Context: an optimization exercise on an open-source flow, tuned for small area, a short achievable clock period and few clock cycles. The choices shown serve that exercise and are no tape-out recipe. Only simulation tests tie the RTL to the original design; equivalence was not proved.

==> flow/design.v <==
module kmeans_distance_unit (
    input  [7:0] px, py, pz,
    input  [7:0] qx, qy, qz,
    output [17:0] dist2
);
    wire [8:0] tx = {1'b0, px} - {1'b0, qx};
    wire [8:0] ty = {1'b0, py} - {1'b0, qy};
    wire [8:0] tz = {1'b0, pz} - {1'b0, qz};
    wire w1, w2, w3, w4, w5, w6, w7, w8, w9, w10, w11, w12, w13, w14, w15, w16, w17, w18, w19, w20, w21, w22, w23, w24, w25, w26, w27, w28, w29, w30, w31, w32, w33, w34, w35, w36, w37, w38, w39, w40, w41, w42, w43, w44, w45, w46, w47, w48, w49, w50, w51, w52, w53, w54, w55, w56, w57, w58, w59, w60, w61, w62, w63, w64, w65, w66, w67, w68, w69, w70, w71, w72, w73, w74, w75, w76, w77, w78, w79, w80, w81, w82, w83, w84, w85, w86, w87, w88, w89, w90, w91, w92, w93, w94, w95, w96, w97, w98, w99, w100, w101, w102, w103, w104, w105, w106, w107, w108, w109, w110, w111, w112, w113, w114, w115, w116, w117, w118, w119, w120, w121, w122, w123, w124, w125, w126, w127, w128, w129, w130, w131, w132, w133, w134, w135, w136, w137, w138, w139, w140, w141, w142, w143, w144, w145, w146, w147, w148, w149, w150, w151, w152, w153, w154, w155, w156, w157, w158, w159, w160, w161, w162, w163, w164, w165, w166, w167, w168, w169, w170, w171, w172, w173, w174, w175, w176, w177, w178, w179, w180, w181, w182, w183, w184, w185, w186, w187, w188, w189, w190, w191, w192, w193, w194, w195, w196, w197, w198, w199, w200, w201, w202, w203, w204, w205, w206, w207, w208, w209, w210, w211, w212, w213, w214, w215, w216, w217, w218, w219, w220, w221, w222, w223, w224;
    assign w1 = (tx[0] & tx[7]) ^ (tx[1] & tx[6]) ^ (tx[2] & tx[5]);
    assign w2 = ((tx[0] & tx[7]) & (tx[1] & tx[6])) | ((tx[0] & tx[7]) & (tx[2] & tx[5])) | ((tx[1] & tx[6]) & (tx[2] & tx[5]));
    assign w3 = (tx[1] & tx[7]) ^ (tx[2] & tx[6]);
    assign w4 = (tx[1] & tx[7]) & (tx[2] & tx[6]);
    assign w5 = (tx[2] & tx[7]) ^ (tx[3] & tx[6]) ^ (tx[4] & tx[5]);
    assign w6 = ((tx[2] & tx[7]) & (tx[3] & tx[6])) | ((tx[2] & tx[7]) & (tx[4] & tx[5])) | ((tx[3] & tx[6]) & (tx[4] & tx[5]));
    assign w7 = tx[5] ^ ~(tx[8] & tx[1]) ^ (ty[2] & ty[7]);
    assign w8 = (tx[5] & ~(tx[8] & tx[1])) | (tx[5] & (ty[2] & ty[7])) | (~(tx[8] & tx[1]) & (ty[2] & ty[7]));
    assign w9 = (tx[0] & tx[5]) ^ (tx[1] & tx[4]) ^ (tx[2] & tx[3]);
    assign w10 = ((tx[0] & tx[5]) & (tx[1] & tx[4])) | ((tx[0] & tx[5]) & (tx[2] & tx[3])) | ((tx[1] & tx[4]) & (tx[2] & tx[3]));
    assign w11 = tx[3] ^ (ty[0] & ty[5]);
    assign w12 = tx[3] & (ty[0] & ty[5]);
    assign w13 = (tx[0] & tx[6]) ^ (tx[1] & tx[5]) ^ (tx[2] & tx[4]);
    assign w14 = ((tx[0] & tx[6]) & (tx[1] & tx[5])) | ((tx[0] & tx[6]) & (tx[2] & tx[4])) | ((tx[1] & tx[5]) & (tx[2] & tx[4]));
    assign w15 = (tx[3] & tx[4]) ^ tx[4] ^ (ty[0] & ty[7]);
    assign w16 = ((tx[3] & tx[4]) & tx[4]) | ((tx[3] & tx[4]) & (ty[0] & ty[7])) | (tx[4] & (ty[0] & ty[7]));
    assign w17 = (ty[1] & ty[6]) ^ (ty[2] & ty[5]) ^ (ty[3] & ty[4]);
    assign w18 = ((ty[1] & ty[6]) & (ty[2] & ty[5])) | ((ty[1] & ty[6]) & (ty[3] & ty[4])) | ((ty[2] & ty[5]) & (ty[3] & ty[4]));
    assign w19 = ty[4] ^ (tz[0] & tz[7]);
    assign w20 = ty[4] & (tz[0] & tz[7]);
    assign w21 = (tx[3] & tx[5]) ^ ~(tx[8] & tx[0]) ^ (ty[1] & ty[7]);
    assign w22 = ((tx[3] & tx[5]) & ~(tx[8] & tx[0])) | ((tx[3] & tx[5]) & (ty[1] & ty[7])) | (~(tx[8] & tx[0]) & (ty[1] & ty[7]));
    assign w23 = (ty[2] & ty[6]) ^ (ty[3] & ty[5]) ^ ~(ty[8] & ty[0]);
    assign w24 = ((ty[2] & ty[6]) & (ty[3] & ty[5])) | ((ty[2] & ty[6]) & ~(ty[8] & ty[0])) | ((ty[3] & ty[5]) & ~(ty[8] & ty[0]));
    assign w25 = (tz[1] & tz[7]) ^ (tz[2] & tz[6]) ^ (tz[3] & tz[5]);
    assign w26 = ((tz[1] & tz[7]) & (tz[2] & tz[6])) | ((tz[1] & tz[7]) & (tz[3] & tz[5])) | ((tz[2] & tz[6]) & (tz[3] & tz[5]));
    assign w27 = ~(tz[8] & tz[0]) ^ 1'b1;
    assign w28 = ~(tz[8] & tz[0]) & 1'b1;
    assign w29 = (ty[3] & ty[6]) ^ (ty[4] & ty[5]) ^ ty[5];
    assign w30 = ((ty[3] & ty[6]) & (ty[4] & ty[5])) | ((ty[3] & ty[6]) & ty[5]) | ((ty[4] & ty[5]) & ty[5]);
    assign w31 = ~(ty[8] & ty[1]) ^ (tz[2] & tz[7]) ^ (tz[3] & tz[6]);
    assign w32 = (~(ty[8] & ty[1]) & (tz[2] & tz[7])) | (~(ty[8] & ty[1]) & (tz[3] & tz[6])) | ((tz[2] & tz[7]) & (tz[3] & tz[6]));
    assign w33 = (tz[4] & tz[5]) ^ tz[5] ^ ~(tz[8] & tz[1]);
    assign w34 = ((tz[4] & tz[5]) & tz[5]) | ((tz[4] & tz[5]) & ~(tz[8] & tz[1])) | (tz[5] & ~(tz[8] & tz[1]));
    assign w35 = 1'b1 ^ w5 ^ w7;
    assign w36 = (1'b1 & w5) | (1'b1 & w7) | (w5 & w7);
    assign w37 = (tx[3] & tx[7]) ^ (tx[4] & tx[6]) ^ ~(tx[8] & tx[2]);
    assign w38 = ((tx[3] & tx[7]) & (tx[4] & tx[6])) | ((tx[3] & tx[7]) & ~(tx[8] & tx[2])) | ((tx[4] & tx[6]) & ~(tx[8] & tx[2]));
    assign w39 = (ty[3] & ty[7]) ^ (ty[4] & ty[6]) ^ ~(ty[8] & ty[2]);
    assign w40 = ((ty[3] & ty[7]) & (ty[4] & ty[6])) | ((ty[3] & ty[7]) & ~(ty[8] & ty[2])) | ((ty[4] & ty[6]) & ~(ty[8] & ty[2]));
    assign w41 = (tz[3] & tz[7]) ^ (tz[4] & tz[6]) ^ ~(tz[8] & tz[2]);
    assign w42 = ((tz[3] & tz[7]) & (tz[4] & tz[6])) | ((tz[3] & tz[7]) & ~(tz[8] & tz[2])) | ((tz[4] & tz[6]) & ~(tz[8] & tz[2]));
    assign w43 = (tx[4] & tx[7]) ^ (tx[5] & tx[6]) ^ tx[6];
    assign w44 = ((tx[4] & tx[7]) & (tx[5] & tx[6])) | ((tx[4] & tx[7]) & tx[6]) | ((tx[5] & tx[6]) & tx[6]);
    assign w45 = ~(tx[8] & tx[3]) ^ (ty[4] & ty[7]) ^ (ty[5] & ty[6]);
    assign w46 = (~(tx[8] & tx[3]) & (ty[4] & ty[7])) | (~(tx[8] & tx[3]) & (ty[5] & ty[6])) | ((ty[4] & ty[7]) & (ty[5] & ty[6]));
    assign w47 = ty[6] ^ ~(ty[8] & ty[3]) ^ (tz[4] & tz[7]);
    assign w48 = (ty[6] & ~(ty[8] & ty[3])) | (ty[6] & (tz[4] & tz[7])) | (~(ty[8] & ty[3]) & (tz[4] & tz[7]));
    assign w49 = (tx[0] & tx[3]) ^ (tx[1] & tx[2]) ^ tx[2];
    assign w50 = ((tx[0] & tx[3]) & (tx[1] & tx[2])) | ((tx[0] & tx[3]) & tx[2]) | ((tx[1] & tx[2]) & tx[2]);
    assign w51 = (ty[0] & ty[3]) ^ (ty[1] & ty[2]);
    assign w52 = (ty[0] & ty[3]) & (ty[1] & ty[2]);
    assign w53 = (tx[0] & tx[4]) ^ (tx[1] & tx[3]) ^ (ty[0] & ty[4]);
    assign w54 = ((tx[0] & tx[4]) & (tx[1] & tx[3])) | ((tx[0] & tx[4]) & (ty[0] & ty[4])) | ((tx[1] & tx[3]) & (ty[0] & ty[4]));
    assign w55 = (ty[1] & ty[4]) ^ (ty[2] & ty[3]) ^ ty[3];
    assign w56 = ((ty[1] & ty[4]) & (ty[2] & ty[3])) | ((ty[1] & ty[4]) & ty[3]) | ((ty[2] & ty[3]) & ty[3]);
    assign w57 = (tz[0] & tz[5]) ^ (tz[1] & tz[4]) ^ (tz[2] & tz[3]);
    assign w58 = ((tz[0] & tz[5]) & (tz[1] & tz[4])) | ((tz[0] & tz[5]) & (tz[2] & tz[3])) | ((tz[1] & tz[4]) & (tz[2] & tz[3]));
    assign w59 = (ty[0] & ty[6]) ^ (ty[1] & ty[5]) ^ (ty[2] & ty[4]);
    assign w60 = ((ty[0] & ty[6]) & (ty[1] & ty[5])) | ((ty[0] & ty[6]) & (ty[2] & ty[4])) | ((ty[1] & ty[5]) & (ty[2] & ty[4]));
    assign w61 = (tz[0] & tz[6]) ^ (tz[1] & tz[5]) ^ (tz[2] & tz[4]);
    assign w62 = ((tz[0] & tz[6]) & (tz[1] & tz[5])) | ((tz[0] & tz[6]) & (tz[2] & tz[4])) | ((tz[1] & tz[5]) & (tz[2] & tz[4]));
    assign w63 = w13 ^ w10;
    assign w64 = w13 & w10;
    assign w65 = (tz[1] & tz[6]) ^ (tz[2] & tz[5]) ^ (tz[3] & tz[4]);
    assign w66 = ((tz[1] & tz[6]) & (tz[2] & tz[5])) | ((tz[1] & tz[6]) & (tz[3] & tz[4])) | ((tz[2] & tz[5]) & (tz[3] & tz[4]));
    assign w67 = tz[4] ^ w1 ^ w15;
    assign w68 = (tz[4] & w1) | (tz[4] & w15) | (w1 & w15);
    assign w69 = w17 ^ w19 ^ w14;
    assign w70 = (w17 & w19) | (w17 & w14) | (w19 & w14);
    assign w71 = w3 ^ w2 ^ w21;
    assign w72 = (w3 & w2) | (w3 & w21) | (w2 & w21);
    assign w73 = w23 ^ w25 ^ w27;
    assign w74 = (w23 & w25) | (w23 & w27) | (w25 & w27);
    assign w75 = w16 ^ w18 ^ w20;
    assign w76 = (w16 & w18) | (w16 & w20) | (w18 & w20);
    assign w77 = w4 ^ w29 ^ w31;
    assign w78 = (w4 & w29) | (w4 & w31) | (w29 & w31);
    assign w79 = w33 ^ w35 ^ w22;
    assign w80 = (w33 & w35) | (w33 & w22) | (w35 & w22);
    assign w81 = w24 ^ w26 ^ w28;
    assign w82 = (w24 & w26) | (w24 & w28) | (w26 & w28);
    assign w83 = w6 ^ w8 ^ w37;
    assign w84 = (w6 & w8) | (w6 & w37) | (w8 & w37);
    assign w85 = w39 ^ w41 ^ w30;
    assign w86 = (w39 & w41) | (w39 & w30) | (w41 & w30);
    assign w87 = w32 ^ w34 ^ w36;
    assign w88 = (w32 & w34) | (w32 & w36) | (w34 & w36);
    assign w89 = (tz[5] & tz[6]) ^ tz[6] ^ ~(tz[8] & tz[3]);
    assign w90 = ((tz[5] & tz[6]) & tz[6]) | ((tz[5] & tz[6]) & ~(tz[8] & tz[3])) | (tz[6] & ~(tz[8] & tz[3]));
    assign w91 = w43 ^ w45 ^ w47;
    assign w92 = (w43 & w45) | (w43 & w47) | (w45 & w47);
    assign w93 = w38 ^ w40 ^ w42;
    assign w94 = (w38 & w40) | (w38 & w42) | (w40 & w42);
    assign w95 = (tx[5] & tx[7]) ^ ~(tx[8] & tx[4]) ^ (ty[5] & ty[7]);
    assign w96 = ((tx[5] & tx[7]) & ~(tx[8] & tx[4])) | ((tx[5] & tx[7]) & (ty[5] & ty[7])) | (~(tx[8] & tx[4]) & (ty[5] & ty[7]));
    assign w97 = ~(ty[8] & ty[4]) ^ (tz[5] & tz[7]) ^ ~(tz[8] & tz[4]);
    assign w98 = (~(ty[8] & ty[4]) & (tz[5] & tz[7])) | (~(ty[8] & ty[4]) & ~(tz[8] & tz[4])) | ((tz[5] & tz[7]) & ~(tz[8] & tz[4]));
    assign w99 = w44 ^ w46 ^ w48;
    assign w100 = (w44 & w46) | (w44 & w48) | (w46 & w48);
    assign w101 = (tx[6] & tx[7]) ^ tx[7] ^ ~(tx[8] & tx[5]);
    assign w102 = ((tx[6] & tx[7]) & tx[7]) | ((tx[6] & tx[7]) & ~(tx[8] & tx[5])) | (tx[7] & ~(tx[8] & tx[5]));
    assign w103 = (ty[6] & ty[7]) ^ ty[7] ^ ~(ty[8] & ty[5]);
    assign w104 = ((ty[6] & ty[7]) & ty[7]) | ((ty[6] & ty[7]) & ~(ty[8] & ty[5])) | (ty[7] & ~(ty[8] & ty[5]));
    assign w105 = (tz[6] & tz[7]) ^ tz[7] ^ ~(tz[8] & tz[5]);
    assign w106 = ((tz[6] & tz[7]) & tz[7]) | ((tz[6] & tz[7]) & ~(tz[8] & tz[5])) | (tz[7] & ~(tz[8] & tz[5]));
    assign w107 = (tx[0] & tx[1]) ^ tx[1] ^ (ty[0] & ty[1]);
    assign w108 = ((tx[0] & tx[1]) & tx[1]) | ((tx[0] & tx[1]) & (ty[0] & ty[1])) | (tx[1] & (ty[0] & ty[1]));
    assign w109 = ty[2] ^ (tz[0] & tz[3]) ^ (tz[1] & tz[2]);
    assign w110 = (ty[2] & (tz[0] & tz[3])) | (ty[2] & (tz[1] & tz[2])) | ((tz[0] & tz[3]) & (tz[1] & tz[2]));
    assign w111 = (ty[1] & ty[3]) ^ (tz[0] & tz[4]) ^ (tz[1] & tz[3]);
    assign w112 = ((ty[1] & ty[3]) & (tz[0] & tz[4])) | ((ty[1] & ty[3]) & (tz[1] & tz[3])) | ((tz[0] & tz[4]) & (tz[1] & tz[3]));
    assign w113 = w53 ^ w50;
    assign w114 = w53 & w50;
    assign w115 = tz[3] ^ w9 ^ w11;
    assign w116 = (tz[3] & w9) | (tz[3] & w11) | (w9 & w11);
    assign w117 = w55 ^ w57 ^ w54;
    assign w118 = (w55 & w57) | (w55 & w54) | (w57 & w54);
    assign w119 = w12 ^ w59 ^ w61;
    assign w120 = (w12 & w59) | (w12 & w61) | (w59 & w61);
    assign w121 = w63 ^ w56 ^ w58;
    assign w122 = (w63 & w56) | (w63 & w58) | (w56 & w58);
    assign w123 = w65 ^ w67 ^ w69;
    assign w124 = (w65 & w67) | (w65 & w69) | (w67 & w69);
    assign w125 = w60 ^ w62 ^ w64;
    assign w126 = (w60 & w62) | (w60 & w64) | (w62 & w64);
    assign w127 = w71 ^ w73 ^ w75;
    assign w128 = (w71 & w73) | (w71 & w75) | (w73 & w75);
    assign w129 = w66 ^ w68 ^ w70;
    assign w130 = (w66 & w68) | (w66 & w70) | (w68 & w70);
    assign w131 = w77 ^ w79 ^ w81;
    assign w132 = (w77 & w79) | (w77 & w81) | (w79 & w81);
    assign w133 = w72 ^ w74 ^ w76;
    assign w134 = (w72 & w74) | (w72 & w76) | (w74 & w76);
    assign w135 = w83 ^ w85 ^ w87;
    assign w136 = (w83 & w85) | (w83 & w87) | (w85 & w87);
    assign w137 = w78 ^ w80 ^ w82;
    assign w138 = (w78 & w80) | (w78 & w82) | (w80 & w82);
    assign w139 = w89 ^ w91 ^ w93;
    assign w140 = (w89 & w91) | (w89 & w93) | (w91 & w93);
    assign w141 = w84 ^ w86 ^ w88;
    assign w142 = (w84 & w86) | (w84 & w88) | (w86 & w88);
    assign w143 = w95 ^ w97 ^ w99;
    assign w144 = (w95 & w97) | (w95 & w99) | (w97 & w99);
    assign w145 = w90 ^ w92 ^ w94;
    assign w146 = (w90 & w92) | (w90 & w94) | (w92 & w94);
    assign w147 = w101 ^ w103 ^ w105;
    assign w148 = (w101 & w103) | (w101 & w105) | (w103 & w105);
    assign w149 = w96 ^ w98 ^ w100;
    assign w150 = (w96 & w98) | (w96 & w100) | (w98 & w100);
    assign w151 = ~(tx[8] & tx[6]) ^ ~(ty[8] & ty[6]) ^ ~(tz[8] & tz[6]);
    assign w152 = (~(tx[8] & tx[6]) & ~(ty[8] & ty[6])) | (~(tx[8] & tx[6]) & ~(tz[8] & tz[6])) | (~(ty[8] & ty[6]) & ~(tz[8] & tz[6]));
    assign w153 = w102 ^ w104 ^ w106;
    assign w154 = (w102 & w104) | (w102 & w106) | (w104 & w106);
    assign w155 = tx[8] ^ ~(tx[8] & tx[7]) ^ ty[8];
    assign w156 = (tx[8] & ~(tx[8] & tx[7])) | (tx[8] & ty[8]) | (~(tx[8] & tx[7]) & ty[8]);
    assign w157 = ~(ty[8] & ty[7]) ^ tz[8] ^ ~(tz[8] & tz[7]);
    assign w158 = (~(ty[8] & ty[7]) & tz[8]) | (~(ty[8] & ty[7]) & ~(tz[8] & tz[7])) | (tz[8] & ~(tz[8] & tz[7]));
    assign w159 = ty[1] ^ (tz[0] & tz[1]);
    assign w160 = ty[1] & (tz[0] & tz[1]);
    assign w161 = (tx[0] & tx[2]) ^ (ty[0] & ty[2]) ^ (tz[0] & tz[2]);
    assign w162 = ((tx[0] & tx[2]) & (ty[0] & ty[2])) | ((tx[0] & tx[2]) & (tz[0] & tz[2])) | ((ty[0] & ty[2]) & (tz[0] & tz[2]));
    assign w163 = tz[2] ^ w49 ^ w51;
    assign w164 = (tz[2] & w49) | (tz[2] & w51) | (w49 & w51);
    assign w165 = w52 ^ w111 ^ w113;
    assign w166 = (w52 & w111) | (w52 & w113) | (w111 & w113);
    assign w167 = w115 ^ w117 ^ w112;
    assign w168 = (w115 & w117) | (w115 & w112) | (w117 & w112);
    assign w169 = w119 ^ w121 ^ w116;
    assign w170 = (w119 & w121) | (w119 & w116) | (w121 & w116);
    assign w171 = w123 ^ w125 ^ w120;
    assign w172 = (w123 & w125) | (w123 & w120) | (w125 & w120);
    assign w173 = w127 ^ w129 ^ w124;
    assign w174 = (w127 & w129) | (w127 & w124) | (w129 & w124);
    assign w175 = w131 ^ w133 ^ w128;
    assign w176 = (w131 & w133) | (w131 & w128) | (w133 & w128);
    assign w177 = w135 ^ w137 ^ w132;
    assign w178 = (w135 & w137) | (w135 & w132) | (w137 & w132);
    assign w179 = w139 ^ w141 ^ w136;
    assign w180 = (w139 & w141) | (w139 & w136) | (w141 & w136);
    assign w181 = w143 ^ w145 ^ w140;
    assign w182 = (w143 & w145) | (w143 & w140) | (w145 & w140);
    assign w183 = w147 ^ w149 ^ w144;
    assign w184 = (w147 & w149) | (w147 & w144) | (w149 & w144);
    assign w185 = w151 ^ w153 ^ w148;
    assign w186 = (w151 & w153) | (w151 & w148) | (w153 & w148);
    assign w187 = w155 ^ w157 ^ w152;
    assign w188 = (w155 & w157) | (w155 & w152) | (w157 & w152);
    assign w189 = 1'b1 ^ w156;
    assign w190 = 1'b1 & w156;
    assign w191 = tx[0] ^ ty[0];
    assign w192 = tx[0] & ty[0];
    assign w193 = tz[1] ^ w107;
    assign w194 = tz[1] & w107;
    assign w195 = w108 ^ w161 ^ w160;
    assign w196 = (w108 & w161) | (w108 & w160) | (w161 & w160);
    assign w197 = w109 ^ w163 ^ w162;
    assign w198 = (w109 & w163) | (w109 & w162) | (w163 & w162);
    assign w199 = w110 ^ w165 ^ w164;
    assign w200 = (w110 & w165) | (w110 & w164) | (w165 & w164);
    assign w201 = w114 ^ w167 ^ w166;
    assign w202 = (w114 & w167) | (w114 & w166) | (w167 & w166);
    assign w203 = w118 ^ w169 ^ w168;
    assign w204 = (w118 & w169) | (w118 & w168) | (w169 & w168);
    assign w205 = w122 ^ w171 ^ w170;
    assign w206 = (w122 & w171) | (w122 & w170) | (w171 & w170);
    assign w207 = w126 ^ w173 ^ w172;
    assign w208 = (w126 & w173) | (w126 & w172) | (w173 & w172);
    assign w209 = w130 ^ w175 ^ w174;
    assign w210 = (w130 & w175) | (w130 & w174) | (w175 & w174);
    assign w211 = w134 ^ w177 ^ w176;
    assign w212 = (w134 & w177) | (w134 & w176) | (w177 & w176);
    assign w213 = w138 ^ w179 ^ w178;
    assign w214 = (w138 & w179) | (w138 & w178) | (w179 & w178);
    assign w215 = w142 ^ w181 ^ w180;
    assign w216 = (w142 & w181) | (w142 & w180) | (w181 & w180);
    assign w217 = w146 ^ w183 ^ w182;
    assign w218 = (w146 & w183) | (w146 & w182) | (w183 & w182);
    assign w219 = w150 ^ w185 ^ w184;
    assign w220 = (w150 & w185) | (w150 & w184) | (w185 & w184);
    assign w221 = w154 ^ w187 ^ w186;
    assign w222 = (w154 & w187) | (w154 & w186) | (w187 & w186);
    assign w223 = w158 ^ w189 ^ w188;
    assign w224 = (w158 & w189) | (w158 & w188) | (w189 & w188);
    wire [17:0] ra = {w223, w221, w219, w217, w215, w213, w211, w209, w207, w205, w203, w201, w199, w197, w195, w159, w192, tz[0]};
    wire [17:0] rb = {w222, w220, w218, w216, w214, w212, w210, w208, w206, w204, w202, w200, w198, w196, w194, w193, 1'b0, w191};
    assign dist2 = ra + rb;
endmodule
module kmeans_dist3 (
    input  [23:0] p,
    input  [71:0] c,
    output [53:0] d
);
    kmeans_distance_unit DU0(p[7:0], p[15:8], p[23:16], c[7:0],   c[15:8],  c[23:16], d[17:0]);
    kmeans_distance_unit DU1(p[7:0], p[15:8], p[23:16], c[31:24], c[39:32], c[47:40], d[35:18]);
    kmeans_distance_unit DU2(p[7:0], p[15:8], p[23:16], c[55:48], c[63:56], c[71:64], d[53:36]);
endmodule
module kmeans_argmin3 (
    input  [53:0] d,
    output [1:0]  label
);
    wire [17:0] d0 = d[17:0], d1 = d[35:18], d2 = d[53:36];
    wire le01 = d0 <= d1;
    wire le02 = d0 <= d2;
    wire le12 = d1 <= d2;
    assign label = (le01 && le02) ? 2'd0 : (le12 ? 2'd1 : 2'd2);
endmodule
module kmeans_point_memory #(
    parameter P = 4,
    parameter R = 8
)(
    input clk,
    input shift,
    output [24*P-1:0] head,
    output [24*P-1:0] tail,
    input         pwe,
    input  [4:0]  paddr,
    input  [23:0] pdata
);
    genvar b, r;
    generate
        for (b = 0; b < P; b = b + 1) begin : g_bank
            wire [24*R-1:0] rows;
            for (r = 0; r < R; r = r + 1) begin : g_row
                reg [23:0] q;
                always @(posedge clk) begin
                    if (shift)
                        q <= rows[24*((r + 1) % R) +: 24];
                    else if (pwe && paddr == r * P + b)
                        q <= pdata;
                end
                assign rows[24*r +: 24] = q;
            end
            assign head[24*b +: 24] = rows[0 +: 24];
            assign tail[24*b +: 24] = rows[24*(R-1) +: 24];
        end
    endgenerate
endmodule
module kmeans_acc_div (
    input clk,
    input acc,
    input first,
    input [9:0] add,
    input div,
    input [5:0] n,
    output [3:0] q
);
    reg [12:0] sum;
    wire [12:0] r7 = sum;
    wire [6:0]  t7 = {1'b0, r7[12:7]} - {1'b0, n};
    wire [12:0] r6 = t7[6] ? r7 : {t7[5:0], r7[6:0]};
    wire [6:0]  t6 = {1'b0, r6[11:6]} - {1'b0, n};
    wire [12:0] r5 = t6[6] ? r6 : {1'b0, t6[5:0], r6[5:0]};
    wire [6:0]  t5 = {1'b0, r5[10:5]} - {1'b0, n};
    wire [12:0] r4 = t5[6] ? r5 : {2'b0, t5[5:0], r5[4:0]};
    wire [6:0]  t4 = {1'b0, r4[9:4]} - {1'b0, n};
    wire [12:0] r3 = t4[6] ? r4 : {3'b0, t4[5:0], r4[3:0]};
    assign q = {~t7[6], ~t6[6], ~t5[6], ~t4[6]};
    always @(posedge clk) begin
        if (acc)
            sum <= (first ? 13'd0 : sum) + {3'b0, add};
        else if (div)
            sum <= {r3[8:0], 4'b0};
    end
endmodule
module kmeans_top #(
    parameter N    = 32,
    parameter ITER = 10
)(
    input clk,
    input rst,
    input        ld_valid,
    input  [4:0] ld_addr,
    input  [7:0] ld_x,
    input  [7:0] ld_y,
    input  [7:0] ld_z,
    input  start,
    output busy,
    output done,
    output [2*N-1:0] labels,
    output [71:0]    centroids
);
    localparam P  = 4;           
    localparam R  = N / P;       
    reg busy_r, done_r;
    reg s1;                      
    reg [2:0] row;
    reg v2, first2, last2;       
    reg d1, d2;                  
    reg [3:0] iter;
    assign busy = busy_r;
    assign done = done_r;
    wire ld = ld_valid && !busy_r;
    wire go = start && !busy_r;
    reg        ldv_q;
    reg [4:0]  lda_q;
    reg [23:0] ldd_q;
    always @(posedge clk or posedge rst)
        if (rst) ldv_q <= 1'b0;
        else     ldv_q <= ld;
    always @(posedge clk)
        if (ld) begin
            lda_q <= ld_addr;
            ldd_q <= {ld_z, ld_y, ld_x};
        end
    wire [24*P-1:0] head, tail;
    kmeans_point_memory #(.P(P), .R(R)) PM (
        .clk(clk), .shift(s1), .head(head), .tail(tail),
        .pwe(ldv_q), .paddr(lda_q), .pdata(ldd_q)
    );
    wire [71:0] cvec;
    assign centroids = cvec;
    wire [2*P-1:0] lab;          
    wire [2*P-1:0] lab_prev;     
    genvar l, r;
    generate
        for (l = 0; l < P; l = l + 1) begin : g_lane
            wire [53:0] d;
            reg  [53:0] d_q;
            kmeans_dist3 DU (.p(head[24*l +: 24]), .c(cvec), .d(d));
            always @(posedge clk)
                if (s1) d_q <= d;
            kmeans_argmin3 AM (.d(d_q), .label(lab[2*l +: 2]));
            wire [2*R-1:0] lrows;
            for (r = 0; r < R; r = r + 1) begin : g_lrow
                reg [1:0] q;
                always @(posedge clk)
                    if (v2) q <= (r == R - 1) ? lab[2*l +: 2] : lrows[2*(r + 1) +: 2];
                assign lrows[2*r +: 2] = q;
                assign labels[2*(r*P + l) +: 2] = q;
            end
            assign lab_prev[2*l +: 2] = lrows[1:0];
        end
    endgenerate
    genvar k, c;
    wire [8:0] cdiff;
    generate
        for (k = 0; k < 3; k = k + 1) begin : g_cl
            wire [P-1:0] m;
            for (l = 0; l < P; l = l + 1) begin : g_m
                assign m[l] = (lab[2*l +: 2] == k);
            end
            reg [2:0] pc;
            integer j;
            always @(*) begin
                pc = 0;
                for (j = 0; j < P; j = j + 1) pc = pc + m[j];
            end
            reg [5:0] cnt;
            always @(posedge clk)
                if (v2) cnt <= (first2 ? 6'd0 : cnt) + pc;
            for (c = 0; c < 3; c = c + 1) begin : g_co
                reg [9:0] s;
                integer jj;
                always @(*) begin
                    s = 0;
                    for (jj = 0; jj < P; jj = jj + 1)
                        s = s + (m[jj] ? tail[24*jj + 8*c +: 8] : 8'd0);
                end
                wire [3:0] q;
                kmeans_acc_div AD (
                    .clk(clk), .acc(v2), .first(first2), .add(s),
                    .div(d1), .n(cnt), .q(q)
                );
                localparam [71:0] INIT = {8'd71, 8'd21, 8'd90, 8'd51, 8'd50, 8'd50, 8'd10, 8'd50, 8'd12};
                wire upd = (d1 || d2) && cnt != 0;
                reg [7:0] cr;
                always @(posedge clk) begin
                    if (go)
                        cr <= INIT[24*k + 8*c +: 8];
                    else if (upd) begin
                        if (d1) cr[7:4] <= q;
                        else    cr[3:0] <= q;
                    end
                end
                assign cvec[24*k + 8*c +: 8] = cr;
                assign cdiff[3*k + c] = upd && (q != (d1 ? cr[7:4] : cr[3:0]));
            end
        end
    endgenerate
    wire lab_chg_row = (lab != lab_prev);
    reg  lab_chg, cen_chg;
    wire lab_chg_all = lab_chg || lab_chg_row || iter == 0;
    wire pass_end = v2 && last2;
    wire fin_lab = pass_end && !lab_chg_all;
    wire cen_chg_all = cen_chg || (cdiff != 0);
    wire fin_div = d2 && (!cen_chg_all || iter == ITER - 1);
    always @(posedge clk) begin
        if (v2) lab_chg <= (first2 ? 1'b0 : lab_chg) || lab_chg_row;
        cen_chg <= d1 && (cdiff != 0);
    end
    always @(posedge clk or posedge rst) begin
        if (rst) begin
            busy_r <= 1'b0;
            done_r <= 1'b0;
            s1 <= 1'b0;
            row <= 0;
            v2 <= 1'b0;
            first2 <= 1'b0;
            last2 <= 1'b0;
            d1 <= 1'b0;
            d2 <= 1'b0;
            iter <= 4'd0;
        end else begin
            v2 <= s1;
            first2 <= (row == 0);
            last2 <= (row == R - 1);
            d1 <= pass_end && !fin_lab;
            d2 <= d1;
            if (go) begin
                busy_r <= 1'b1;
                done_r <= 1'b0;
                s1 <= 1'b1;
                row <= 0;
                iter <= 4'd0;
            end else if (ld) begin
                done_r <= 1'b0;
            end
            if (s1) begin
                row <= row + 1'b1;
                if (row == R - 1) s1 <= 1'b0;
            end
            if (fin_lab) begin
                busy_r <= 1'b0;
                done_r <= 1'b1;
            end
            if (d2) begin
                if (fin_div) begin
                    busy_r <= 1'b0;
                    done_r <= 1'b1;
                end else begin
                    iter <= iter + 1'b1;
                    s1 <= 1'b1;
                    row <= 0;
                end
            end
        end
    end
endmodule
==> flow/run.sh <==
#!/bin/bash
# synth_recipe.tcl (not shown) runs the flow's synth.tcl, then flattens the netlist and writes it again
# the make line also repeats each setting of config.mk as NAME=value (left out here)
make -C /OpenROAD-flow-scripts/flow DESIGN_CONFIG=/design/flow/config.mk WORK_HOME=/design/flow/orfs CLKGATE_MAP_FILE= SYNTH_SCRIPT=/design/flow/synth_recipe.tcl finish
==> flow/config.mk <==
export PLATFORM = sky130hd
export DESIGN_NAME = kmeans_top
export DESIGN_NICKNAME = kmeans_top
export VERILOG_FILES = /design/flow/design.v
export SDC_FILE = /design/flow/constraint.sdc
export NUM_CORES = 4
export LEC_CHECK = 0
export CAP_MARGIN = 20
export CORE_MARGIN = 2
export CORE_UTILIZATION = 40
export SLEW_MARGIN = 20
==> flow/constraint.sdc <==
create_clock -name core_clock -period 32.0 [get_ports {clk}]
set_input_delay 6.4000 -clock core_clock [delete_from_list [all_inputs] [get_ports {clk}]]
set_output_delay 6.4000 -clock core_clock [all_outputs]
set_load 0.01 [all_outputs]
==> results of run 1 <==
-- worst min path at each step --
stage                             startpoint                        to  slack, ps  cells past startpoint
floorplan                                 d1                        d2        370                      0
global placement    g_lane[0].g_lrow[6].q[0]  g_lane[0].g_lrow[5].q[0]        430                      0
detailed placement  g_lane[0].g_lrow[4].q[1]  g_lane[0].g_lrow[3].q[1]        430                      0
CTS                 g_lane[0].g_lrow[6].q[1]  g_lane[0].g_lrow[5].q[1]        440                      0
global route        g_lane[2].g_lrow[4].q[1]  g_lane[2].g_lrow[3].q[1]        450                      0
finish              g_lane[0].g_lrow[7].q[0]  g_lane[0].g_lrow[6].q[0]        440                      0
-- metrics by stage --
step                cell area [sq um]  hold slack [ps]
CTS                            141700            441.2
global route                   141700            449.5
floorplan                      128700            374.5
global placement               136500            428.5
detailed placement             136500            430.5
finish                         141800            441.6
-- sequential cells by signal (all words and copies together) (netlist names), 3 cells and up --
signal             cells
g_cl.g_co.AD.sum     117
g_lane.g_lrow.q       64
lda_q                  5
g_cl.cnt              18
g_lane.d_q           216
PM.g_bank.g_row.q    768
row                    3
ldd_q                 24
iter                   4
g_cl.g_co.cr          72
-- layout make-up --
class	instances	area [sq um]
antenna	27	67.56
clock buffer	197	4278
clock inverter	86	895.9
fill	30890	178900
inverter	1861	6985
multi-input combinational	9945	82550
sequential	1302	38300
tap	4305	5386
timing repair buffer	376	3298
-- logic make-up (layout without fill, tap and decap cells) --
family / Yosys count / count (layout) / share of synthesized area [%]
XOR/XNOR: 817 / 817 / 5.559
adder cells (fa/ha/maj): 2570 / 2570 / 32.75
buffers and inverters: 2174 / 2520 / 6.365
AO/OA/AOI/OAI: 1673 / 1673 / 8.405
other: 0 / 27 / 0
multiplexers: 189 / 189 / 1.588
flip-flops: 1302 / 1302 / 29.74
AND/OR/NAND/NOR: 4696 / 4696 / 15.59
-- critical path: cells and delay by family (launching register included) --
family	cells	cell delay (ps)
and+or+nand+nor	8	1660
muxes	2	590
DFF	1	420
adders and majority gates	4	1760
AOI/OAI and AO/OA	15	3560
buffers and inverters	3	880
xor gates and xnor gates	1	200
-- layer usage --
metal	GRT usage [%]	vias to the layer above	share of wire, %
met1	36.51	47790	42
met4	14.12	6	6.0
met5	0	-	0.0057
li1	-	44410	-
met2	39.18	4149	42
met3	7.034	817	10
-- cells in the final DEF, fill, tap and decap left out, drive strengths merged, types with 16 or more instances in the layout --
cell           count
a211o             37
a211oi            86
a21o             273
a21oi            556
a31oi             45
and2             127
and3              52
buf              206
clkbuf           197
clkdlybuf4s50    170
clkinv            60
dfrtp             16
dfxtp             73
diode             27
edfxtp          1213
fa              1332
ha              1238
inv             1868
mux2             106
mux2i             83
nand2           2305
nand2b           172
nand3             93
nand4             45
nor2            1334
nor2b            183
nor3             168
nor3b             17
nor4              36
o211ai            51
o21a              78
o21ai            264
o21bai            91
o31a              18
o31ai             25
o41ai             24
or2               97
or3               29
xnor2            527
xor2             290
==> summary.md, run 1 <==
| Metric | Value |
|---|---|
| Top-count cell post-synth | nand2_1 |
| DR vias/cell | 5.369 |
| Clk Latency, worst-skew pair | 880 ps |
| Final slew viol count | 0 |
| Drt wl/cell | 24.26 um |
| Data arrival, critical path | 9910 ps |
| CP endpoint | iter[1] |
| Max Clock Skew | 72.36 ps |
| RSZ-0062 raised after global routing | false |
| R2R depth | 33 |
| Syn Nets | 16,020 |
| TritonCTS clock tree | built |
| Cell count after synthesis | 13,420 |
| Antenna violations before repair | 33 |
| Post-CTS Setup Inserts | 0 |
| Cts hold-fix bufs | 0 |
| Post-Place Setup Slack | 22,800 ps |
| I/O pin count | 171 |
| Distinct cells, synth | 87 |
| Synth Flop Type | edfxtp_1 |
| DRT Wirelength | 439.1 mm |
| Vias in the first global route | 94,680 |
| Number of instances resized during post-cts repair | 0 |
| Final Hold Vio Count | 0 |
| Post-synth top area share | 28.30% |
| Critical Path Start | g_cl[1].cnt[2] |
| CTS clk-pin slew, worst paths | 60 ps |
| Die Y | 571.3 um |
| Fin crit period | 9202 ps |
| Synth Register Bits | 1,302 |
| Detailed-route via count | 97,180 |
| Status | complete, no violations |
| CP endpoint kind | flip-flop |
| Slew headroom | 21.02% |
| Synth warnings | 3 |
| Setup_tns | 0 ps |
| Final Non-Filler Cells | 18,100 |
| CTS H-tree depth | 4 |
| Die ar. | 326,300 sq um |
| CTS sink cnt | 1,302 |
| CP max-delay cell | inv_1 |
| Register area share after synthesis | 29.74% |
| Worst slew pin tran | 1180 ps |
| First-pass iteration count of the detailed router | 6 |
| Placed cells | 17,790 |
| Total CTS buffers | 158 |
| EDFF count, synth | 1,213 |
| Final period utilization | 28.76% |
| Synth cell count leaders | 2,305 x nand2_1, 1,856 x inv_1, 1,334 x nor2_1 |
| Startpoint Class | flip-flop |
| F_max | 0.1087 GHz |
| Initial DRC Count | 10,140 |
| Worst hold path class | reg -> reg |
| Reg2reg setup slack | 22,800 ps |
| Syn_area_per_cell | 9.591 sq um |
| DIE WIDTH | 571.3 um |
| CP Data Required Time | 32,710 ps |
| Final Util | 44.21% |
| Total core area | 320,600 sq um |
| Clk root buf | clkbuf_16 |
| CP Class | reg -> reg |
| Area growth from synthesis to layout | 10.13% |
| Starting Density | 40.15% |
| ANT nets after route | 0 |
| GR Overflow Total | 0 |
| Final setup margin | 22,800 ps |
| Row cnt | 208 |
| FF-to-FF End | iter[1] |
| Ys async rst share | 1.229% |
| Ranking of synthesized cells by area | edfxtp_1 28%, fa_1 21%, ha_1 12%, nand2_1 6.7%, inv_1 5.4% |
| Detailed placement HPWL | 336.4 mm |
| Global-route wire length before repair | 640.5 mm |
| R2r startpoint | g_cl[1].cnt[2] |
| Residual DRC | 0 |
| Max-Cap Viols | 0 |
| Cell taking the most area after synthesis | edfxtp_1 |
| Fraction of layout cells with a size suffix above 1 | 5.244% |
| Gr usage total | 26.87% |
| Deepest clock path buffer count | 4 |
| CP peak stage delay | 560 ps |
| Largest net degree at the start of global routing | 213 |
| GPL Wtd Cong | 1.021 |
| Critical path peak fanout | 14 |
| Port bufs | 170 |
| Nets | 16,250 |
| Setup-failing EPs final | 0 |
| Netlist Area Pre-Place | 128,700 sq um |
Testbench counts, summed over its fixed seeds: cycles 8,852.
==> run 2: changes to the inputs <==
--- a/flow/design.v
+++ b/flow/design.v
@@ -336,6 +336,7 @@
     reg [2:0] row;
     reg v2, first2, last2;       
     reg d1, d2;                  
+    reg pw;                      
     reg [3:0] iter;
     assign busy = busy_r;
     assign done = done_r;
@@ -352,6 +353,37 @@
             lda_q <= ld_addr;
             ldd_q <= {ld_z, ld_y, ld_x};
         end
+    reg        pv2;              
+    reg [4:0]  lda_q2;
+    reg [23:0] ldd_q2;
+    reg        pre_first;        
+    reg [N-1:0] loaded;
+    reg        dup;
+    always @(posedge clk or posedge rst)
+        if (rst) pv2 <= 1'b0;
+        else     pv2 <= ldv_q;
+    always @(posedge clk)
+        if (ldv_q) begin
+            lda_q2 <= lda_q;
+            ldd_q2 <= ldd_q;
+        end
+    always @(posedge clk or posedge rst)
+        if (rst) begin
+            loaded <= 0;
+            dup <= 1'b0;
+            pre_first <= 1'b1;
+        end else begin
+            if (go) begin
+                loaded <= 0;
+                dup <= 1'b0;
+            end else if (ld) begin
+                loaded[ld_addr] <= 1'b1;
+                if (loaded[ld_addr]) dup <= 1'b1;
+            end
+            if (s1 || d1) pre_first <= 1'b1;
+            else if (pv2) pre_first <= 1'b0;
+        end
+    wire use_pre = (&loaded) && !dup;
     wire [24*P-1:0] head, tail;
     kmeans_point_memory #(.P(P), .R(R)) PM (
         .clk(clk), .shift(s1), .head(head), .tail(tail),
@@ -366,15 +398,22 @@
         for (l = 0; l < P; l = l + 1) begin : g_lane
             wire [53:0] d;
             reg  [53:0] d_q;
-            kmeans_dist3 DU (.p(head[24*l +: 24]), .c(cvec), .d(d));
+            wire [23:0] pin;
+            if (l == 0) begin : g_pin
+                assign pin = busy_r ? head[23:0] : ldd_q;
+            end else begin : g_pin
+                assign pin = head[24*l +: 24];
+            end
+            kmeans_dist3 DU (.p(pin), .c(cvec), .d(d));
             always @(posedge clk)
-                if (s1) d_q <= d;
+                if (s1 || (l == 0 && ldv_q)) d_q <= d;
             kmeans_argmin3 AM (.d(d_q), .label(lab[2*l +: 2]));
             wire [2*R-1:0] lrows;
             for (r = 0; r < R; r = r + 1) begin : g_lrow
                 reg [1:0] q;
                 always @(posedge clk)
                     if (v2) q <= (r == R - 1) ? lab[2*l +: 2] : lrows[2*(r + 1) +: 2];
+                    else if (pv2 && lda_q2 == r * P + l) q <= lab[1:0];
                 assign lrows[2*r +: 2] = q;
                 assign labels[2*(r*P + l) +: 2] = q;
             end
@@ -382,12 +421,13 @@
         end
     endgenerate
     genvar k, c;
-    wire [8:0] cdiff;
+    wire acc = v2 || pv2;
+    wire first = v2 ? first2 : pre_first;
     generate
         for (k = 0; k < 3; k = k + 1) begin : g_cl
             wire [P-1:0] m;
             for (l = 0; l < P; l = l + 1) begin : g_m
-                assign m[l] = (lab[2*l +: 2] == k);
+                assign m[l] = (lab[2*l +: 2] == k) && (v2 || (l == 0 && pv2));
             end
             reg [2:0] pc;
             integer j;
@@ -397,25 +437,25 @@
             end
             reg [5:0] cnt;
             always @(posedge clk)
-                if (v2) cnt <= (first2 ? 6'd0 : cnt) + pc;
+                if (acc) cnt <= (first ? 6'd0 : cnt) + pc;
             for (c = 0; c < 3; c = c + 1) begin : g_co
                 reg [9:0] s;
                 integer jj;
                 always @(*) begin
                     s = 0;
                     for (jj = 0; jj < P; jj = jj + 1)
-                        s = s + (m[jj] ? tail[24*jj + 8*c +: 8] : 8'd0);
+                        s = s + (m[jj] ? ((jj == 0 && !v2) ? ldd_q2[8*c +: 8] : tail[24*jj + 8*c +: 8]) : 8'd0);
                 end
                 wire [3:0] q;
                 kmeans_acc_div AD (
-                    .clk(clk), .acc(v2), .first(first2), .add(s),
+                    .clk(clk), .acc(acc), .first(first), .add(s),
                     .div(d1), .n(cnt), .q(q)
                 );
                 localparam [71:0] INIT = {8'd71, 8'd21, 8'd90, 8'd51, 8'd50, 8'd50, 8'd10, 8'd50, 8'd12};
                 wire upd = (d1 || d2) && cnt != 0;
                 reg [7:0] cr;
                 always @(posedge clk) begin
-                    if (go)
+                    if (go || ld)
                         cr <= INIT[24*k + 8*c +: 8];
                     else if (upd) begin
                         if (d1) cr[7:4] <= q;
@@ -423,20 +463,17 @@
                     end
                 end
                 assign cvec[24*k + 8*c +: 8] = cr;
-                assign cdiff[3*k + c] = upd && (q != (d1 ? cr[7:4] : cr[3:0]));
             end
         end
     endgenerate
     wire lab_chg_row = (lab != lab_prev);
-    reg  lab_chg, cen_chg;
+    reg  lab_chg;
     wire lab_chg_all = lab_chg || lab_chg_row || iter == 0;
     wire pass_end = v2 && last2;
     wire fin_lab = pass_end && !lab_chg_all;
-    wire cen_chg_all = cen_chg || (cdiff != 0);
-    wire fin_div = d2 && (!cen_chg_all || iter == ITER - 1);
+    wire fin_div = d2 && iter == ITER - 1;
     always @(posedge clk) begin
         if (v2) lab_chg <= (first2 ? 1'b0 : lab_chg) || lab_chg_row;
-        cen_chg <= d1 && (cdiff != 0);
     end
     always @(posedge clk or posedge rst) begin
         if (rst) begin
@@ -449,17 +486,19 @@
             last2 <= 1'b0;
             d1 <= 1'b0;
             d2 <= 1'b0;
+            pw <= 1'b0;
             iter <= 4'd0;
         end else begin
             v2 <= s1;
             first2 <= (row == 0);
             last2 <= (row == R - 1);
-            d1 <= pass_end && !fin_lab;
+            pw <= go && use_pre;
+            d1 <= (pass_end && !fin_lab) || pw;
             d2 <= d1;
             if (go) begin
                 busy_r <= 1'b1;
                 done_r <= 1'b0;
-                s1 <= 1'b1;
+                s1 <= !use_pre;
                 row <= 0;
                 iter <= 4'd0;
             end else if (ld) begin
==> run 2 against run 1 <==
Routed wire length shrank 1.9%. Area after synthesis grew 3.2%. Core utilization shrank 0.063 points. Critical path depth shrank 32. Still clean. Synthesized cell count grew 3.6%. Largest cell class unchanged. Highest routed layer unchanged. First-iteration DRC count shrank 18%. Final area grew 2.9%.
==> summary.md, run 2 <==
| Metric | Value |
|---|---|
| Status | complete, no violations |
| Die Y | 580.3 um (+1.6%) |
| Cts hold-fix bufs | 0 (unchanged) |
| Ranking of synthesized cells by area | edfxtp_1 28%, fa_1 20%, ha_1 12%, nand2_1 6.9%, inv_1 5.5% |
| Syn_area_per_cell | 9.559 sq um (-0.34%) |
| Largest registers | PM.g_bank.g_row.q: 768 flops, g_lane.d_q: 216 flops, g_cl.g_co.AD.sum: 117 flops |
| Gr usage total | 25.42% (-1.4 points) |
| Setup_tns | 0 ps (unchanged) |
| Vias in the first global route | 97,400 (+2.9%) |
| Deepest clock path buffer count | 4 (unchanged) |
| Netlist Area Pre-Place | 132,800 sq um (+3.2%) |
| Synth cell count leaders | 2,441 x nand2_1, 1,949 x inv_1, 1,332 x fa_1 |
| Commonest cells after routing, fill and taps aside | 2,441 x nand2_1, 1,948 x inv_1, 1,332 x fa_1, 1,243 x ha_1, 1,242 x edfxtp_1 |
| Residual DRC | 0 (unchanged) |
| CP Data Required Time | 25,600 ps (-7110 ps) |
| Nets | 16,690 (+2.7%) |
| DIE WIDTH | 580.3 um (+1.6%) |
| Max-Cap Viols | 0 (unchanged) |
| R2R depth | 29 (-12%) |
| GR Overflow Total | 0 (unchanged) |
| Post-CTS Setup Inserts | 0 (unchanged) |
| CP peak stage delay | 1210 ps (+650 ps) |
| Largest register by flop count | PM.g_bank.g_row.q |
| Register area share after synthesis | 30.14% (+0.40 points) |
| Fin crit period | 9253 ps (+51.10 ps) |
| Slew headroom | 18.73% (-2.3 points) |
| Fraction of layout cells with a size suffix above 1 | 5.105% (-0.14 points) |
| Distinct cells, synth | 95 (+9.2%) |
| CP Cell Sequence | clkdlybuf4s50_1 |
| Drt wl/cell | 23.16 um (-4.5%) |
| Buf/Inv on CP | 1 (-2) |
| CTS H-tree depth | 4 (unchanged) |
| Clk root buf | clkbuf_16 |
| ANT nets after route | 0 (unchanged) |
| Placed instance area | 140,500 sq um (+2.9%) |
| RSZ-0062 raised after global routing | false |
| I/O pin count | 171 (unchanged) |
| F_max | 0.1081 GHz (-0.55%) |
| Max reg flops | 768 (unchanged) |
| Antenna violations before repair | 24 (-27%) |
| Setup-failing EPs final | 0 (unchanged) |
| R2r startpoint | g_cl[2].cnt[1] |
| Design area | 145,900 sq um (+2.9%) |
| FF-to-FF End | g_cl[2].g_co[0].AD.sum[11] |
| WP depth | 1 (-97%) |
| Detailed placement HPWL | 336.7 mm (about the same) |
| Area growth from synthesis to layout | 9.848% |
| Synth Register Bits | 1,366 (+4.9%) |
| CTS sink cnt | 1,366 (+4.9%) |
| Largest net degree at the start of global routing | 113 (-47%) |
| Startpoint Class | flip-flop |
| Syn Nets | 16,510 (+3.0%) |
| Commonest non-fill, non-tap cell in the layout | nand2_1 |
| Synth warnings | 3 (unchanged) |
| Number of instances resized during post-cts repair | 0 (unchanged) |
| Row cnt | 211 (+1.4%) |
| Final Hold Vio Count | 0 (unchanged) |
| CP Class | reg -> out |
| Total core area | 330,500 sq um (+3.1%) |
| Max Clock Skew | 88.99 ps (+16.63 ps) |
| Global-route wire length before repair | 638.9 mm (-0.25%) |
| DRT Wirelength | 430.7 mm (-1.9%) |
| Worst slew pin tran | 1214 ps (+34.12 ps) |
| Ys async rst share | 3.807% (+2.6 points) |
| Top delay family on crit path | buffers and inverters |
| Hold path depth | 2 (+2) |
| CP endpoint | centroids[25] |
| First-pass iteration count of the detailed router | 7 (+1) |
| Worst hold path class | reg -> reg |
| Synth Flop Type | edfxtp_1 |
| Total CTS buffers | 168 (+6.3%) |
| Initial DRC Count | 8,317 (-18%) |
| Starting Density | 40.19% (+0.046 points) |
| Cell taking the most area after synthesis | edfxtp_1 |
| Top-count cell post-synth | nand2_1 |
| CP max-delay cell | clkdlybuf4s50_1 |
| Critical path peak fanout | 4 (-10) |
| GPL Wtd Cong | 1.001 (-2.0%) |
| TritonCTS clock tree | built |
| EDFF count, synth | 1,242 (+2.4%) |
| Final slew viol count | 0 (unchanged) |
| Clk Latency, worst-skew pair | 880 ps (about the same) |
| Final period utilization | 28.92% (+0.16 points) |
| Cell count after synthesis | 13,900 (+3.6%) |
| Detailed-route via count | 98,550 (+1.4%) |
| CTS clk-pin slew, worst paths | 60 ps (about the same) |
| DR vias/cell | 5.299 (-1.3%) |
| Critical Path Start | g_cl[1].g_co[0].cr[1] |
| Die ar. | 336,700 sq um (+3.2%) |
| Post-synth top area share | 28.07% (-0.22 points) |
| Data arrival, critical path | 2850 ps (-7060 ps) |
| CP endpoint kind | output port |
| Port bufs | 170 (unchanged) |
| Reg2reg setup slack | 23,360 ps (+560 ps) |
-- run 2: worst min-delay path by stage --
stage                                start                           to  slack (ps)
2_1_floorplan                       row[2]                       first2         430
3_3_place_gp                        row[2]                       first2         470
3_5_place_dp                        row[2]                       first2         480
4_1_cts        PM.g_bank[1].g_row[1].q[22]  PM.g_bank[1].g_row[0].q[22]         460
5_1_grt                             row[2]                       first2         500
6_report       PM.g_bank[1].g_row[1].q[22]  PM.g_bank[1].g_row[0].q[22]         450
-- run 2: cells by family after synthesis --
family                     after synthesis  synth area share [%]
DFF                                   1366                 30.14
xor gates and xnor gates               821                 5.413
adders and majority gates             2575                 31.78
AOI/OAI and AO/OA                     1734                 8.609
buffers and inverters                 2299                 6.503
and+or+nand+nor                       4926                 16.10
muxes                                  177                 1.450
-- run 2: through the flow --
step	util (%)	hold WS [ps]	cells	setup WS, ps
global route	44.14	500.1	18580	22580
global placement	42.50	474.2	18280	23250
finish	44.15	451.4	18600	22750
detailed placement	42.50	475.9	18280	23250
floorplan	-	430.7	13900	22950
CTS	44.12	460.6	18570	22760
-- run 2: metal layers --
metal | up-vias | wire [um] | track usage [%] | part of all wire [%]
li1 | 45790 | - | - | -
met1 | 48640 | 180600 | 33.72 | 42
met2 | 3391 | 193500 | 40.08 | 45
met3 | 724 | 31410 | 4.190 | 7.3
met4 | 4 | 25200 | 13.01 | 5.9
met5 | - | 20 | 0 | 0.0046
-- run 2: cell type report --
cell class | instances | area (sq um)
clock buffers | 209 | 4504
inverters | 1953 | 7336
repair buffers | 358 | 3117
clock inverters | 82 | 848.3
flip-flops and latches | 1366 | 40050
fillers | 31870 | 184600
well taps | 4366 | 5463
diodes | 29 | 72.57
multi-input cells | 10230 | 84540
Testbench counts of run 2, summed over its fixed seeds: cycles 7,828.
==> run 3: changes to the inputs <==
--- a/flow/design.v
+++ b/flow/design.v
@@ -255,29 +255,29 @@
     assign label = (le01 && le02) ? 2'd0 : (le12 ? 2'd1 : 2'd2);
 endmodule
 module kmeans_point_memory #(
-    parameter P = 4,
-    parameter R = 8
+    parameter P  = 4,
+    parameter R  = 8,
+    parameter RW = 3
 )(
     input clk,
-    input shift,
+    input  [RW-1:0]   rot,
     output [24*P-1:0] head,
     output [24*P-1:0] tail,
     input         pwe,
     input  [4:0]  paddr,
     input  [23:0] pdata
 );
+    wire [RW-1:0] prow = paddr / P;
+    wire [RW-1:0] tgt  = prow - rot - 1'b1;
     genvar b, r;
     generate
         for (b = 0; b < P; b = b + 1) begin : g_bank
+            wire bwe = pwe && (paddr % P) == b;
             wire [24*R-1:0] rows;
             for (r = 0; r < R; r = r + 1) begin : g_row
                 reg [23:0] q;
-                always @(posedge clk) begin
-                    if (shift)
-                        q <= rows[24*((r + 1) % R) +: 24];
-                    else if (pwe && paddr == r * P + b)
-                        q <= pdata;
-                end
+                always @(posedge clk)
+                    q <= (bwe && tgt == r) ? pdata : rows[24*((r + 1) % R) +: 24];
                 assign rows[24*r +: 24] = q;
             end
             assign head[24*b +: 24] = rows[0 +: 24];
@@ -329,11 +329,14 @@
     output [2*N-1:0] labels,
     output [71:0]    centroids
 );
-    localparam P  = 4;           
+    localparam P  = 2;           
     localparam R  = N / P;       
+    localparam RW = (R <= 2) ? 1 : (R <= 4) ? 2 : (R <= 8) ? 3 : (R <= 16) ? 4 : 5;
     reg busy_r, done_r;
     reg s1;                      
-    reg [2:0] row;
+    reg [RW-1:0] row;            
+    reg [RW-1:0] rot;            
+    reg [RW-1:0] hrow2;          
     reg v2, first2, last2;       
     reg d1, d2;                  
     reg pw;                      
@@ -348,11 +351,10 @@
     always @(posedge clk or posedge rst)
         if (rst) ldv_q <= 1'b0;
         else     ldv_q <= ld;
-    always @(posedge clk)
-        if (ld) begin
-            lda_q <= ld_addr;
-            ldd_q <= {ld_z, ld_y, ld_x};
-        end
+    always @(posedge clk) begin
+        lda_q <= ld_addr;
+        ldd_q <= {ld_z, ld_y, ld_x};
+    end
     reg        pv2;              
     reg [4:0]  lda_q2;
     reg [23:0] ldd_q2;
@@ -362,11 +364,10 @@
     always @(posedge clk or posedge rst)
         if (rst) pv2 <= 1'b0;
         else     pv2 <= ldv_q;
-    always @(posedge clk)
-        if (ldv_q) begin
-            lda_q2 <= lda_q;
-            ldd_q2 <= ldd_q;
-        end
+    always @(posedge clk) begin
+        lda_q2 <= lda_q;
+        ldd_q2 <= ldd_q;
+    end
     always @(posedge clk or posedge rst)
         if (rst) begin
             loaded <= 0;
@@ -376,23 +377,23 @@
             if (go) begin
                 loaded <= 0;
                 dup <= 1'b0;
-            end else if (ld) begin
-                loaded[ld_addr] <= 1'b1;
-                if (loaded[ld_addr]) dup <= 1'b1;
+            end else if (ldv_q) begin
+                loaded[lda_q] <= 1'b1;
+                if (loaded[lda_q]) dup <= 1'b1;
             end
             if (s1 || d1) pre_first <= 1'b1;
             else if (pv2) pre_first <= 1'b0;
         end
-    wire use_pre = (&loaded) && !dup;
+    wire [N-1:0] loaded_now = loaded | ({{(N-1){1'b0}}, ldv_q} << lda_q);
+    wire use_pre = (&loaded_now) && !dup && !(ldv_q && loaded[lda_q]);
     wire [24*P-1:0] head, tail;
-    kmeans_point_memory #(.P(P), .R(R)) PM (
-        .clk(clk), .shift(s1), .head(head), .tail(tail),
+    kmeans_point_memory #(.P(P), .R(R), .RW(RW)) PM (
+        .clk(clk), .rot(rot), .head(head), .tail(tail),
         .pwe(ldv_q), .paddr(lda_q), .pdata(ldd_q)
     );
     wire [71:0] cvec;
     assign centroids = cvec;
     wire [2*P-1:0] lab;          
-    wire [2*P-1:0] lab_prev;     
     genvar l, r;
     generate
         for (l = 0; l < P; l = l + 1) begin : g_lane
@@ -406,20 +407,24 @@
             end
             kmeans_dist3 DU (.p(pin), .c(cvec), .d(d));
             always @(posedge clk)
-                if (s1 || (l == 0 && ldv_q)) d_q <= d;
+                d_q <= d;
             kmeans_argmin3 AM (.d(d_q), .label(lab[2*l +: 2]));
-            wire [2*R-1:0] lrows;
-            for (r = 0; r < R; r = r + 1) begin : g_lrow
+        end
+    endgenerate
+    wire [2*P-1:0] lrow [0:R-1];
+    generate
+        for (r = 0; r < R; r = r + 1) begin : g_lrow
+            for (l = 0; l < P; l = l + 1) begin : g_lcol
                 reg [1:0] q;
                 always @(posedge clk)
-                    if (v2) q <= (r == R - 1) ? lab[2*l +: 2] : lrows[2*(r + 1) +: 2];
+                    if (v2 && hrow2 == r) q <= lab[2*l +: 2];
                     else if (pv2 && lda_q2 == r * P + l) q <= lab[1:0];
-                assign lrows[2*r +: 2] = q;
+                assign lrow[r][2*l +: 2] = q;
                 assign labels[2*(r*P + l) +: 2] = q;
             end
-            assign lab_prev[2*l +: 2] = lrows[1:0];
         end
     endgenerate
+    wire [2*P-1:0] lab_prev = lrow[hrow2];    
     genvar k, c;
     wire acc = v2 || pv2;
     wire first = v2 ? first2 : pre_first;
@@ -472,15 +477,16 @@
     wire pass_end = v2 && last2;
     wire fin_lab = pass_end && !lab_chg_all;
     wire fin_div = d2 && iter == ITER - 1;
-    always @(posedge clk) begin
+    always @(posedge clk)
         if (v2) lab_chg <= (first2 ? 1'b0 : lab_chg) || lab_chg_row;
-    end
     always @(posedge clk or posedge rst) begin
         if (rst) begin
             busy_r <= 1'b0;
             done_r <= 1'b0;
             s1 <= 1'b0;
             row <= 0;
+            rot <= 0;
+            hrow2 <= 0;
             v2 <= 1'b0;
             first2 <= 1'b0;
             last2 <= 1'b0;
@@ -489,6 +495,8 @@
             pw <= 1'b0;
             iter <= 4'd0;
         end else begin
+            rot <= rot + 1'b1;
+            hrow2 <= rot;
             v2 <= s1;
             first2 <= (row == 0);
             last2 <= (row == R - 1);
==> run 3 against run 2 <==
Synthesized cell count is 36% lower. Critical endpoint is now g_cl[1].g_co[0].AD.sum[10]. Flip-flop and latch count is 99 lower. Area after synthesis is 33% lower. Highest routed layer unchanged.
==> summary.md, run 3 <==
| Metric | Value |
|---|---|
| Ranking of synthesized cells by area | dfxtp_1 23%, fa_1 15%, mux2_2 11%, ha_1 11%, edfxtp_1 6.8% |
| Deepest clock path buffer count | 3 (-1) |
| Clk root buf | clkbuf_16 |
| Global routing's busiest layer | met2 |
| Detailed placement HPWL | 214.9 mm (-36%) |
| Critical path peak fanout | 14 (+10) |
| Worst hold path class | reg -> reg |
| CTS clk-pin slew, worst paths | 60 ps (about the same) |
| I/O pin count | 171 (unchanged) |
| Antenna violations before repair | 16 (-33%) |
| Detailed-route via count | 64,400 (-35%) |
| Synth Register Bits | 1,267 (-7.2%) |
| CP Data Required Time | 32,530 ps (+6930 ps) |
| RSZ-0062 raised after global routing | false |
| Buf/Inv on CP | 0 (-1) |
| Synth warnings | 3 (unchanged) |
| Largest net degree at the start of global routing | 63 (-44%) |
| Row cnt | 172 (-18%) |
| DR vias/cell | 5.303 (about the same) |
| Final setup margin | 22,870 ps (+123.0 ps) |
| CP peak stage delay | 770 ps (-440 ps) |
| Fraction of layout cells with a size suffix above 1 | 15.01% (+9.9 points) |
| Max Clock Skew | 69.71 ps (-19.27 ps) |
| GR Overflow Total | 0 (unchanged) |
| Data arrival, critical path | 9660 ps (+6810 ps) |
| Nets | 10,520 (-37%) |
| Syn_area_per_cell | 9.931 sq um (+3.9%) |
| EDFF count, synth | 200 (-84%) |
| F_max | 0.1095 GHz (+1.3%) |
| Commonest non-fill, non-tap cell in the layout | inv_1 |
| Slew headroom | 20.17% (+1.4 points) |
| Die Y | 474.1 um (-18%) |
| Netlist Area Pre-Place | 88,410 sq um (-33%) |
| Ys async rst share | 4.815% (+1.0 points) |
| Top-count cell post-synth | inv_1 |
| Die ar. | 224,800 sq um (-33%) |
| Syn Nets | 10,360 (-37%) |
| Cell count after synthesis | 8,902 (-36%) |
| CP max-delay cell | a21oi_1 |
| Port bufs | 170 (unchanged) |
| Number of instances resized during post-cts repair | 0 (unchanged) |
| CP endpoint kind | flip-flop |
| Synth Flop Type | dfxtp_1 |
| Initial DRC Count | 4,952 (-40%) |
| Final slew viol count | 0 (unchanged) |
| Global-route wire length before repair | 418.0 mm (-35%) |
| Worst hold margin | 425.6 ps (-25.86 ps) |
| Starting Density | 40.24% (+0.044 points) |
| Residual DRC | 0 (unchanged) |
| Largest registers | PM.g_bank.g_row.q: 768 flops, g_cl.g_co.AD.sum: 117 flops, g_lane.d_q: 108 flops |
| Cell taking the most area after synthesis | dfxtp_1 |
| Total core area | 219,700 sq um (-34%) |
| Startpoint Class | flip-flop |
| Max reg flops | 768 (unchanged) |
| Max-Cap Viols | 0 (unchanged) |
| Largest register by flop count | PM.g_bank.g_row.q |
| DRT Wirelength | 278.8 mm (-35%) |
| Fin crit period | 9130 ps (-123.0 ps) |
| Setup_tns | 0 ps (unchanged) |
| Post-Place Setup Slack | 23,090 ps (-160.6 ps) |
| Distinct cells, synth | 95 (unchanged) |
| CTS sink cnt | 1,267 (-7.2%) |
| Post-synth top area share | 22.78% (-5.3 points) |
| Post-CTS Setup Inserts | 0 (unchanged) |
| TritonCTS clock tree | built |
| Final period utilization | 28.53% (-0.38 points) |
| Status | complete, no violations |
| Drt wl/cell | 22.96 um (-0.87%) |
| Worst slew pin tran | 1164 ps (-49.57 ps) |
| Filler instances | 20,810 (-35%) |
| CTS H-tree depth | 4 (unchanged) |
| GPL Wtd Cong | 0.9479 (-5.3%) |
| Met3 capacity usage during global routing | 4.170% (-0.020 points) |
| GR Layer Usage met2 | 39.22% (-0.86 points) |
| Commonest cells after routing, fill and taps aside | 1,054 x inv_1, 983 x dfxtp_1, 867 x mux2_2, 765 x ha_1, 747 x nor2_1 |
| Clk Latency, worst-skew pair | 820 ps (-60 ps) |
| Cts hold-fix bufs | 0 (unchanged) |
| Vias in the first global route | 65,370 (-33%) |
| Gr usage total | 24.67% (-0.76 points) |
| Final Hold Vio Count | 0 (unchanged) |
| Total CTS buffers | 141 (-16%) |
| Top delay family on crit path | compound AO/OA/AOI/OAI gates |
| ANT nets after route | 0 (unchanged) |
| First-pass iteration count of the detailed router | 6 (-1) |
| DIE WIDTH | 474.1 um (-18%) |
| Area growth from synthesis to layout | 11.95% |
| Setup-failing EPs final | 0 (unchanged) |
| Register area share after synthesis | 31.30% (+1.2 points) |
| Design area | 98,970 sq um (-32%) |
| Final Util | 45.04% (+0.89 points) |
| Synth cell count leaders | 1,055 x inv_1, 1,006 x dfxtp_1, 867 x mux2_2 |
| GR met1 Demand/Resource | 33.81% (+0.091 points) |
| CP Class | reg -> reg |
| Placed instance area | 93,830 sq um (-33%) |
==> run 3: layer usage <==
layer	share of wire [%]	vias to the layer above
met5	0.032	-
met4	3.5	14
met3	6.4	407
met2	45	1919
met1	45	32000
li1	-	30060
==> run 3: final cells by class <==
type | count | area [sq um] | share of cell area, %
Antenna cell | 8 | 20.02 | 0.02023
Inverter | 1059 | 3978 | 4.019
Clock inverter | 71 | 1076 | 1.087
Sequential cell | 1267 | 27700 | 27.99
Tap cell | 2958 | 3701 | 3.740
Multi-Input combinational cell | 6279 | 55690 | 56.27
Timing Repair Buffer | 313 | 2823 | 2.852
Clock buffer | 189 | 3981 | 4.023
==> run 3: cell families (layout without fill, tap and decap cells) <==
logic type / Yosys count / in the layout / share of synthesized area (%)
xor+xnor: 470 / 470 / 4.672
other cells: 0 / 8 / 0
compound gates: 1294 / 1294 / 9.356
simple gates: 2136 / 2136 / 10.95
flops: 1267 / 1267 / 31.30
fa+ha+maj: 1424 / 1424 / 25.75
buf+inv: 1356 / 1632 / 5.878
mux: 955 / 955 / 12.10
==> run 3: per-stage QoR <==
| step | cells |
|---|---|
| final | 12140 |
| after global routing | 12140 |
| after CTS | 12130 |
| after detailed placement | 11870 |
| after global placement | 11870 |
| after floorplan | 8902 |
==> run 3: worst paths after layout <==
check	startpoint	endpoint	slack (ps)	cells past startpoint
setup / recovery	g_cl[1].cnt[0]	g_cl[1].g_co[0].AD.sum[10]	22870	31
hold / removal	PM.g_bank[1].g_row[1].q[22]	PM.g_bank[1].g_row[0].q[22]	430	1
setup reg to reg	g_cl[1].cnt[0]	g_cl[1].g_co[0].AD.sum[10]	22870	31
hold reg to reg	PM.g_bank[1].g_row[1].q[22]	PM.g_bank[1].g_row[0].q[22]	430	1
max in group asynchronous	rst	v2	25310	3
min in group asynchronous	rst	loaded[1]	6140	3
Testbench counts of run 3, summed over its fixed seeds: cycles 10,356.

[port drivers added, routing unchanged]
The flow's constraints put no driver on any port. The routed layouts listed below were extracted and timed again, unchanged, in two steps.
Step 1 sets driving cells, clkbuf_16 on the clock port and buf_2 on the other inputs (assumed; they add their load-dependent delay and slew).
Step 2 times the ports against the registers' clock, not the clock port: input delays grow and output delays shrink by t, the midpoint of the rising clock arrivals with the driver on.
Three values: ideal ports, drivers, drivers and shift; two values: the first two.
run	t, ns	slack for setup (ns)	clock arrival spread, ns
run 1	0.961	22.798 / 22.798 / 22.798	0.082 / 0.082
run 2	0.935	22.747 / 22.647 / 23.199	0.093 / 0.093
run 3	0.879	22.870 / 22.870 / 22.870	0.079 / 0.079
After both steps setup and hold are still met in every run listed.
